What follows belongs to an exercise in optimizing a design on an open flow for small area, a short achievable clock period and few clock cycles; a production flow would make more cautious choices. In this exercise RTL edits were held to simulation tests only and were not proved equivalent to the original. No activity file was given, so power comes from the tool's default toggle rates.

==> flow/design.v (excerpt) <==
module my_cpu(input clk, reset,
output [5:0] address,
output memWr,
output [7:0] writedata,
input [7:0] readdata, IN,
output [7:0] OUT,
output halt
);
reg [5:0] pc;
reg [7:0] a;
reg [7:0] outr;
reg [7:0] ir;       
reg       ev;       
reg       xz, xinv, cin, ce, land, lor;   
reg [7:0] rsel;     
reg [7:0] rf [0:7];
reg       haltr;
reg       s_ldi, s_jmp, s_rel, s_ldm, s_stm, s_dld, s_dst;
wire s_d   = s_dld | s_dst;
wire fetch = ~(s_ldi | s_jmp | s_rel | s_ldm | s_stm | s_d | haltr);
assign address   = pc;
assign memWr     = s_dst;
assign writedata = a;
assign OUT       = outr;
assign halt      = haltr;
wire [3:0] eh = ir[7:4];
reg  [7:0] rv;
integer k;
always @(*) begin
	rv = 8'd0;
	for (k = 0; k < 8; k = k + 1)
		rv = rv | ({8{rsel[k]}} & rf[k]);
end
wire e_lda = ev & (eh == 4'h1);
wire e_sta = ev & (eh == 4'h2);
wire e_and = ev & (eh == 4'hA);
wire e_or  = ev & (eh == 4'hB);
wire e_add = ev & (eh == 4'hC);
  ...
Size: roughly 500 cells after synthesis, about 120 flip-flops, about 42 I/O pins, about 5700 µm² of cells after synthesis.
Settings: LEC_CHECK=0, CAP_MARGIN=20, CORE_MARGIN=2, CORE_UTILIZATION=40, SETUP_SLACK_MARGIN=2.8, SLEW_MARGIN=20, SYNTH_HIERARCHICAL=1, SYNTH_MINIMUM_KEEP_SIZE=0, TNS_END_PERCENT=10; clock period 5.0 ns.
standard.sh (not shown) runs the stock make flow with config.mk's settings and CLKGATE_MAP_FILE= SYNTH_SCRIPT=/design/flow/synth_recipe.tcl, a recipe that flattens the netlist after the stock synthesis.
==> flow/flow/run.sh <==
#!/bin/bash
# Standard layout, with two changes: plain buffers on the ports instead of the
# delay-cell buffers buffer_ports picks by default, and a clock tree of
# clkbuf_8 cells with larger sink clusters and no dummy loads.
set -euo pipefail
export BUFFER_PORTS_ARGS="-buffer_cell sky130_fd_sc_hd__buf_1"
export CTS_ARGS="-sink_clustering_enable -repair_clock_nets -buf_list sky130_fd_sc_hd__clkbuf_8 -dont_use_dummy_load -sink_clustering_size 30 -sink_clustering_max_diameter 80"
bash standard.sh > standard.log 2>&1
The baseline went through all stages and came out clean.
Testbench counts at the start, summed over its fixed seeds: cycles 27,699.
Change:
==> flow/flow/run.sh (replaced) <==
#!/bin/bash
# Standard layout, but with plain buffers on the ports instead of the
# delay-cell buffers buffer_ports picks by default.
set -euo pipefail
export BUFFER_PORTS_ARGS="-buffer_cell sky130_fd_sc_hd__buf_1"
bash standard.sh > standard.log 2>&1
- CTS_BUF_LIST: default -> sky130_fd_sc_hd__clkbuf_8
- CTS_CLUSTER_SIZE: default -> 40
The changed run ran to the end with no violations. Via count is higher slightly. Clock power rises by well over a third. Setup slack loses 0.017 ns. Wire length grows slightly. Synthesized cell count stays the same. First-iteration DRC count increases by a few percent. Count of clock-buffer cells in the layout is unchanged. Power grows by roughly a tenth.
Change:
==> flow/flow/run.sh (replaced) <==
#!/bin/bash
# Standard layout, with two changes: plain buffers on the ports instead of the
# delay-cell buffers buffer_ports picks by default, and a clock tree of
# clkbuf_4 cells with larger sink clusters and no dummy loads.
set -euo pipefail
export BUFFER_PORTS_ARGS="-buffer_cell sky130_fd_sc_hd__buf_1"
export CTS_ARGS="-sink_clustering_enable -repair_clock_nets -buf_list sky130_fd_sc_hd__clkbuf_4 -dont_use_dummy_load -sink_clustering_size 30 -sink_clustering_max_diameter 80"
bash standard.sh > standard.log 2>&1
- CTS_BUF_LIST: sky130_fd_sc_hd__clkbuf_8 -> default
- CTS_CLUSTER_SIZE: 40 -> default
- TNS_END_PERCENT: 10 -> 0
After rerunning:
- The new run produced a clean layout
- die area stays the same
- combinational power fell by about 7%
- via count is lower by 2.2%
- clock power is lower by about 50%
- cell area drops by 5.7%
- final cell count shrinks by 2.4%
- setup slack is worse by 0.052 ns
- wire length fell by about 2%
- global-route usage decreases by 0.22 points
- first-iteration DRC count rises by about 0.9%
Change:
==> flow/flow/run.sh (replaced) <==
#!/bin/bash
# Standard layout, with two changes: plain buffers on the ports instead of the
# delay-cell buffers buffer_ports picks by default, and a clock tree of
# clkbuf_8 cells with no dummy loads.
set -euo pipefail
export BUFFER_PORTS_ARGS="-buffer_cell sky130_fd_sc_hd__buf_1"
export CTS_ARGS="-sink_clustering_enable -repair_clock_nets -buf_list sky130_fd_sc_hd__clkbuf_8 -dont_use_dummy_load -sink_clustering_size 30 -sink_clustering_max_diameter 80"
bash standard.sh > standard.log 2>&1
After rerunning: Setup slack gets worse by 0.0030 ns. Power grows by roughly a tenth. Non-clock buffer count grows by 2. Clock power grows by well over a third. Die area does not change. Critical path depth is unchanged. Via count is about the same. Design area grows slightly. Synthesized cell count does not change.
Change:
==> flow/flow/run.sh (replaced) <==
#!/bin/bash
# Standard layout, but with plain buffers on the ports instead of the
# delay-cell buffers buffer_ports picks by default.
set -euo pipefail
export BUFFER_PORTS_ARGS="-buffer_cell sky130_fd_sc_hd__buf_1"
bash standard.sh > standard.log 2>&1
- CTS_BUF_LIST: default -> sky130_fd_sc_hd__clkbuf_8
- CTS_CLUSTER_SIZE: default -> 40
- SETUP_SLACK_MARGIN: 2.8 -> 2.7
- TNS_END_PERCENT: 0 -> 10
Clock skew came out lower by 0.021 ns.
Non-clock buffer count came out higher by 2.
Area after synthesis is unchanged.
Critical path depth is unchanged.
Core utilization came out higher by 1.3 points.
Clock-buffer cell count does not change.
Setup slack is worse by 0.033 ns.
Die area stays the same.
Wire length came out higher by 1.5%.
Power came out higher by about 13%.
Change:
==> flow/flow/run.sh (replaced) <==
#!/bin/bash
# Standard layout, with two changes: plain buffers on the ports instead of the
# delay-cell buffers buffer_ports picks by default, and a clock tree of
# clkbuf_4 cells with no dummy loads.
set -euo pipefail
export BUFFER_PORTS_ARGS="-buffer_cell sky130_fd_sc_hd__buf_1"
export CTS_ARGS="-sink_clustering_enable -repair_clock_nets -buf_list sky130_fd_sc_hd__clkbuf_4 -dont_use_dummy_load -sink_clustering_size 30 -sink_clustering_max_diameter 80"
bash standard.sh > standard.log 2>&1
- CTS_BUF_LIST: sky130_fd_sc_hd__clkbuf_8 -> default
- CTS_CLUSTER_SIZE: 40 -> default
- SETUP_SLACK_MARGIN: 2.7 -> 3.0
- TNS_END_PERCENT: 10 -> 0
Clock-buffer cell count stays the same; sequential cell count stays the same; total power drops by 18%; synthesized area does not change; via count is about the same; global-route usage drops by 0.27 points; worst hold slack is better by 0.0079 ns; sequential share of layout area climbs by 1.2 points; fmax climbs by 5.6%; synthesized cell count is unchanged; die area is unchanged.

-- separate check: timing with driven ports --
Ports are ideal in the flow. The routed layouts listed here were re-timed in OpenROAD.
Step 1, drivers: a clkbuf_16 drives clk and a buf_2 each remaining input, both assumed.
Step 2 moves the port delays by t, midway between the first and last clock arrival at a register: inputs arrive t later, outputs are due t later. That takes back most of the time a late clock gives input paths.
Slacks: ideal ports / drivers / drivers and shift; pairs: ideal ports / drivers.
| run | t, ns | setup WS [ns] | pins driven straight from the clock port |
|---|---|---|---|
| the first run | 0.442 | 2.780 / 2.780 / 2.497 | 1 |
| the second run | 0.455 | 2.763 / 2.763 / 2.476 | 1 |
| the third run | 0.524 | 2.710 / 2.710 / 2.492 | 1 |
| the fourth run | 0.442 | 2.707 / 2.707 / 2.506 | 1 |
| the fifth run | 0.453 | 2.674 / 2.674 / 2.513 | 1 |
| the sixth run | 0.512 | 2.798 / 2.798 / 2.443 | 1 |
After both steps setup and hold are still met in every run listed. For the sixth run, which loses most, drivers alone change the setup slack by 0.000 ns; drivers and shift together by -0.355 ns.
